From an optimization exercise on the open Yosys and OpenROAD flow, aimed at small area and a short achievable clock period; shortcuts taken in it are not production practice. No functional check of the RTL was part of this run.

===== flow/run.sh =====
#!/bin/bash
# synth_recipe.tcl (not shown) runs the flow's synth.tcl, then flattens the netlist and writes it again
# the make line also repeats each setting of config.mk as NAME=value (left out here)
make -C /OpenROAD-flow-scripts/flow DESIGN_CONFIG=/design/flow/config.mk WORK_HOME=/design/flow/orfs CLKGATE_MAP_FILE= SYNTH_SCRIPT=/design/flow/synth_recipe.tcl finish

===== flow/config.mk =====
export PLATFORM = sky130hd
export DESIGN_NAME = filter_mlab
export DESIGN_NICKNAME = filter_mlab
export VERILOG_FILES = /design/flow/design.v
export SDC_FILE = /design/flow/constraint.sdc
export NUM_CORES = 4
export LEC_CHECK = 0
export CAP_MARGIN = 20
export CORE_MARGIN = 2
export CORE_UTILIZATION = 40
export SLEW_MARGIN = 20

===== flow/constraint.sdc =====
create_clock -name core_clock -period 10.0 [get_ports {i_clk}]
set_input_delay 2.0000 -clock core_clock [delete_from_list [all_inputs] [get_ports {i_clk}]]
set_output_delay 2.0000 -clock core_clock [all_outputs]
set_load 0.01 [all_outputs]

===== flow/design.v =====
`timescale 1 ns / 1 ns
module filter_mlab
               (
                i_clk,
                i_clk_enable,
                i_reset_n,
                filter_in,
                filter_out
                );
  input   i_clk;
  input   i_clk_enable;
  input   i_reset_n;
  input   signed [17:0] filter_in;
  output  signed [17:0] filter_out;
  reg  [3:0] cur_count;
  reg  [3:0] vcnt;                   
  reg  signed [17:0] r [0:10];
  reg  signed [24:0] acc;
  reg  signed [17:0] output_register;
  wire phase_8 = (cur_count == 4'd8) & i_clk_enable;
  always @(posedge i_clk or negedge i_reset_n)
    if (!i_reset_n)
      cur_count <= 4'd8;
    else if (i_clk_enable)
      cur_count <= (cur_count == 4'd8) ? 4'd0 : cur_count + 4'd1;
  always @(posedge i_clk or negedge i_reset_n)
    if (!i_reset_n)
      vcnt <= 4'd0;
    else if (phase_8 && vcnt != 4'd11)
      vcnt <= vcnt + 4'd1;
  integer i;
  always @(posedge i_clk)
    if (i_clk_enable) begin
      r[0] <= (cur_count == 4'd8) ? filter_in : r[10];
      for (i = 1; i < 11; i = i + 1)
        r[i] <= r[i-1];
    end
  wire               use8 = (cur_count == 4'd4) | (cur_count == 4'd6) | (cur_count == 4'd7);
  wire signed [17:0] xsel = use8 ? r[8] : r[10];
  reg  [3:0] age;
  always @* begin
    case (cur_count)
      4'd0: age = 4'd6;
      4'd1: age = 4'd1;
      4'd2: age = 4'd7;
      4'd3: age = 4'd2;
      4'd4: age = 4'd9;
      4'd5: age = 4'd3;
      4'd6: age = 4'd10;
      4'd7: age = 4'd5;
      default: age = 4'd10;
    endcase
  end
  wire valid = (age < vcnt);
  wire signed [17:0] xm = valid ? xsel : 18'sd0;
  wire signed [24:0] xs = {{7{xm[17]}}, xm};
  reg p1, n1, m4, m8, p16;
  always @* begin
    {p1, n1, m4, m8, p16} = 5'b00000;
    case (cur_count)
      4'd1, 4'd8:             {p1, m4} = 2'b11;         
      4'd3, 4'd4, 4'd5, 4'd6: m8 = 1'b1;                
      4'd2, 4'd7:             {n1, m4, p16} = 3'b111;   
      default:                p16 = 1'b1;               
    endcase
  end
  wire [24:0] t1 = (p1 | n1) ? (xs ^ {25{n1}}) : 25'd0;
  wire [24:0] t2 = m4 ? ~(xs << 2) : 25'd0;
  wire [24:0] t3 = m8 ? ~(xs << 3) : p16 ? (xs << 4) : 25'd0;
  wire [1:0]  kc = {1'b0, n1} + {1'b0, m4} + {1'b0, m8};
  wire [24:0] k  = {23'd0, kc};
  wire [24:0] base = (cur_count == 4'd8) ? 25'd0 : acc;
  wire [24:0] sum  = base + t1 + t2 + t3 + k;
  wire signed [19:0] q    = acc[24:5];
  wire               up   = acc[4] & ((|acc[3:0]) | acc[5]);
  wire signed [19:0] qr   = q + {19'd0, up};
  wire               pos_ovf = ~qr[19] & (qr[18] | qr[17]);
  wire               neg_ovf =  qr[19] & ~(qr[18] & qr[17]);
  wire signed [17:0] y    = pos_ovf ? 18'sh1ffff : neg_ovf ? 18'sh20000 : qr[17:0];
  always @(posedge i_clk or negedge i_reset_n)
    if (!i_reset_n)
      acc <= 25'sd0;
    else if (i_clk_enable)
      acc <= sum;
  always @(posedge i_clk or negedge i_reset_n)
    if (!i_reset_n)
      output_register <= 18'sd0;
    else if (phase_8)
      output_register <= y;
  assign filter_out = output_register;
endmodule

==> run notes <==
stage by stage:
stage | hold slack [ps] | std cells | util [%]
floorplan | 400 | 957 | -
global placement | 400 | 1367 | 42.8
detailed placement | 405 | 1367 | 42.8
CTS | 410 | 1415 | 45.6
global route | 421 | 1416 | 45.7
finish | 407 | 1416 | 45.7
worst max-delay path, delay by kind of cell (launching register included):
| kind | cells | cell delay, ps |
|---|---|---|
| AO/OA/AOI/OAI | 9 | 1980 |
| adder cells (fa/ha/maj) | 5 | 1730 |
| AND/OR/NAND/NOR | 5 | 960 |
| multiplexers | 2 | 530 |
| flip-flops | 1 | 460 |
| buffers and inverters | 3 | 460 |
layout by cell type (no fill, tap or decap), types with 4 or more instances in the layout:
master and count:
nand2_1 58, clkdlybuf4s50_1 36, or3_1 4, fa_1 47, a21oi_1 29, nor3_1 8
mux2i_1 38, inv_1 103, edfxtp_1 198, xnor2_1 24, a21o_1 10, and2_1 6
clkbuf_16 27, clkinv_1 4, nor2_2 9, nor3_2 8, xor2_1 11, mux2_2 29
ha_1 36, o21ai_0 15, nand3_1 14, o2bb2ai_1 17, dfrtp_1 50, and3_1 6
bufinv_16 4, o21ai_2 4, nand4_1 9, o21a_1 9, clkinv_2 5, o221ai_1 4
nand2b_1 4, nor3_4 11, clkbuf_1 7, nor2_1 62, o22a_1 18, buf_4 9
nor2b_1 6
layout make-up:
| type | instances | area [um^2] | share of cell area, % |
|---|---|---|---|
| clock buffer | 34 | 702 | 4.89 |
| clock inverter | 14 | 168 | 1.17 |
| inverter | 105 | 394 | 2.75 |
| multi-input combinational | 564 | 4880 | 34.0 |
| sequential | 249 | 7220 | 50.4 |
| tap | 402 | 503 | 3.51 |
| timing repair buffer | 48 | 468 | 3.26 |
kinds of logic (layout without fill, tap and decap cells):
family	count (synthesis)	after routing	synth area share, %
adder cells (fa/ha/maj)	83	83	11.0
buffers and inverters	144	201	4.81
flip-flops	249	249	56.8
XOR/XNOR	35	35	2.41
AND/OR/NAND/NOR	224	224	9.94
multiplexers	69	69	5.77
AO/OA/AOI/OAI	153	153	9.28
routing by layer:
layer	up-vias	global-route usage (%)	share of wire, %
li1	3505	-	-
met1	3548	20.7	49
met4	0	3.23	1.8
met5	-	0	0
met2	116	22.6	45
met3	41	2.18	3.8
state kept, by name, indices dropped and copies added (netlist names):
register / flops
output_register: 18
r: 198
acc: 25
cur_count: 4
vcnt: 4
worst max path at each step:
stage          cells past startpoint                      from  slack [ps]                   to
4_1_cts                           24  cur_count[0]$_DFFE_PN0P_        3740  acc[24]$_DFFE_PN0P_
5_1_grt                           24  cur_count[0]$_DFFE_PN0P_        3290  acc[24]$_DFFE_PN0P_
2_1_floorplan                     20  cur_count[3]$_DFFE_PN1P_        4420  acc[24]$_DFFE_PN0P_
3_3_place_gp                      24  cur_count[0]$_DFFE_PN0P_        3890  acc[24]$_DFFE_PN0P_
3_5_place_dp                      24  cur_count[0]$_DFFE_PN0P_        3790  acc[24]$_DFFE_PN0P_
6_report                          24  cur_count[0]$_DFFE_PN0P_        3710  acc[24]$_DFFE_PN0P_
==> impl_metrics.env <==
export IMPL_r2r_end="acc[24]$_DFFE_PN0P_"
export IMPL_synth_commonest_cells="edfxtp_1 (198), inv_1 (103), nor2_1 (62)"
export IMPL_min_path_type="flip-flop to flip-flop"
export IMPL_io_pins=39
export IMPL_cp_arrival_ps=6700
export IMPL_vias=7210
export IMPL_wl_per_cell_um=16.6
export IMPL_gp_congestion=0.844
export IMPL_hold_depth=0
export IMPL_cts_hold_buf=0
export IMPL_die_area_um2=33200
export IMPL_die_x_um=182
export IMPL_cts_sinks=249
export IMPL_clk_insertion_delay_late_ps=540
export IMPL_crit_chain="inv_1 -> ha_1 -> mux2i_1 -> nand2_1 -> ha_1 -> a21boi_1 -> o21a_1 -> o21a_1 -> buf_4 -> nor3_2 -> mux2_2 -> fa_1 -> inv_1 -> ha_1 -> a211oi_2 -> a21o_1 -> fa_1 -> a21oi_1 -> nor2_1 -> o21ai_2 -> and3_1 -> o311ai_0 -> a31o_1 -> nand3_1"
export IMPL_synthDistinctLibCells=82
export IMPL_synthArstFlopShare_pct=20.5
export IMPL_synth_top_area_share_pct=46.8
export IMPL_syn_num_nets=1061
export IMPL_cts_resized=0
export IMPL_synth_edf_count=198
export IMPL_first_pass_iters=4
export IMPL_port_buffers=38
export IMPL_grt_max_degree=89
export IMPL_antenna_found_initial=0
export IMPL_dpl_instance_area_um2=13500
export IMPL_drive_gt1_share_pct=13.0
export IMPL_worstPathMaxFanout=18
export IMPL_hp_start="r[2][0]$_DFFE_PP_"
export IMPL_row_count=65
export IMPL_period_share_pct=62.9
export IMPL_hold_end="r[3][0]$_DFFE_PP_"
export IMPL_yosys_warnings=2
export IMPL_tns_ps=0
export IMPL_slew_limit_headroom_pct=34.9
export IMPL_synth_area_leaders="edfxtp_1 (47%), dfrtp_1 (9.8%), fa_1 (7.4%), ha_1 (3.5%), inv_1 (3.0%)"
export IMPL_worst_path_most_repeated_cell="ha_1"
export IMPL_synth_flop_cell="edfxtp_1"
export IMPL_die_h_um=182
export IMPL_drv_slew=0
export IMPL_fillers=2877
export IMPL_fin_crit_ps=6290
export IMPL_antenna_cells=0
export IMPL_wl_um=23500
export IMPL_fin_skew_ps=21.1
export IMPL_reg2regPathDepth=24
export IMPL_tightest_slew_ps=977
export IMPL_startpoint_type="flip-flop"
export IMPL_crit_type="flip-flop to flip-flop"
export IMPL_drc_errors=0
export IMPL_dp_hpwl_um=16300
export IMPL_post_drt_via_cell_ratio=5.09
export IMPL_final_cell_area_um2=14300
export IMPL_grt_pass1_vias=7166
export IMPL_clock_path_buffers=3
export IMPL_postSynthAreaPerCell_um2=13.3
export IMPL_r2r_slack_ps=3710
export IMPL_status="complete, no violations"
export IMPL_post_cts_buffers=0
export IMPL_cap_violations=0
export IMPL_grt_overflow=0
export IMPL_fin_nets=1099
export IMPL_grt_first_pass_wirelength_um=38000
export IMPL_h_tree_depth=1
export IMPL_cts_clk_slew_worst_paths_ps=60
export IMPL_netlist_area_um2=12700
export IMPL_setup_viol=0
export IMPL_fin_ws_ps=3710
export IMPL_pre_cts_slack_ps=3790
export IMPL_finalHoldViolCount=0
export IMPL_rsz0062_at_grt="false"
export IMPL_synth_area_leader_cell="edfxtp_1"
export IMPL_ant_nets=0
export IMPL_ys_ff_latch=249
export IMPL_area_growth_pct=12.9
export IMPL_r2r_start="cur_count[0]$_DFFE_PN0P_"
export IMPL_synth_seq_area_share_pct=56.8
export IMPL_first_iter_violations=319
export IMPL_start_util_pct=40.5
export IMPL_grt_usage_pct=14.2
export IMPL_yosysMostFrequentCell="edfxtp_1"
export IMPL_fmax_mhz=159
export IMPL_critical_path_max_stage_delay_ps=570
export IMPL_required_ps=10410
export IMPL_cts_buffers=27
export IMPL_cts_root_buf="clkbuf_16"
export IMPL_synthCells=957
export IMPL_core_um2=31400
export IMPL_cp_slowest_cell="o311ai_0"
export IMPL_crit_path_end_kind="flip-flop"
export IMPL_cts_tree="built"

port drivers added, routing unchanged:
How much do the figures lean on ideal ports? The routed layout below was timed once more, with nothing changed but the port constraints. Step 1, drivers: a clkbuf_16 drives i_clk and a buf_2 each remaining input, both assumed. Step 2 also shifts input and output timing later by t, the mid clock arrival at the registers, as if the neighbouring blocks saw the same clock. a / b / c = ideal ports / drivers / drivers and shift; a / b = the first two.
shift t [ns]: 0.580
slack for setup (ns): 3.712 / 3.712 / 3.712
worst setup path at the end: register to register
latest minus earliest clock arrival (ns): 0.022 / 0.022
worst data-port slew with drivers (ns): 0.05
After both steps this run still meets setup and hold. The setup slack of this run moves by 0.000 ns with the drivers and by 0.000 ns with both steps.
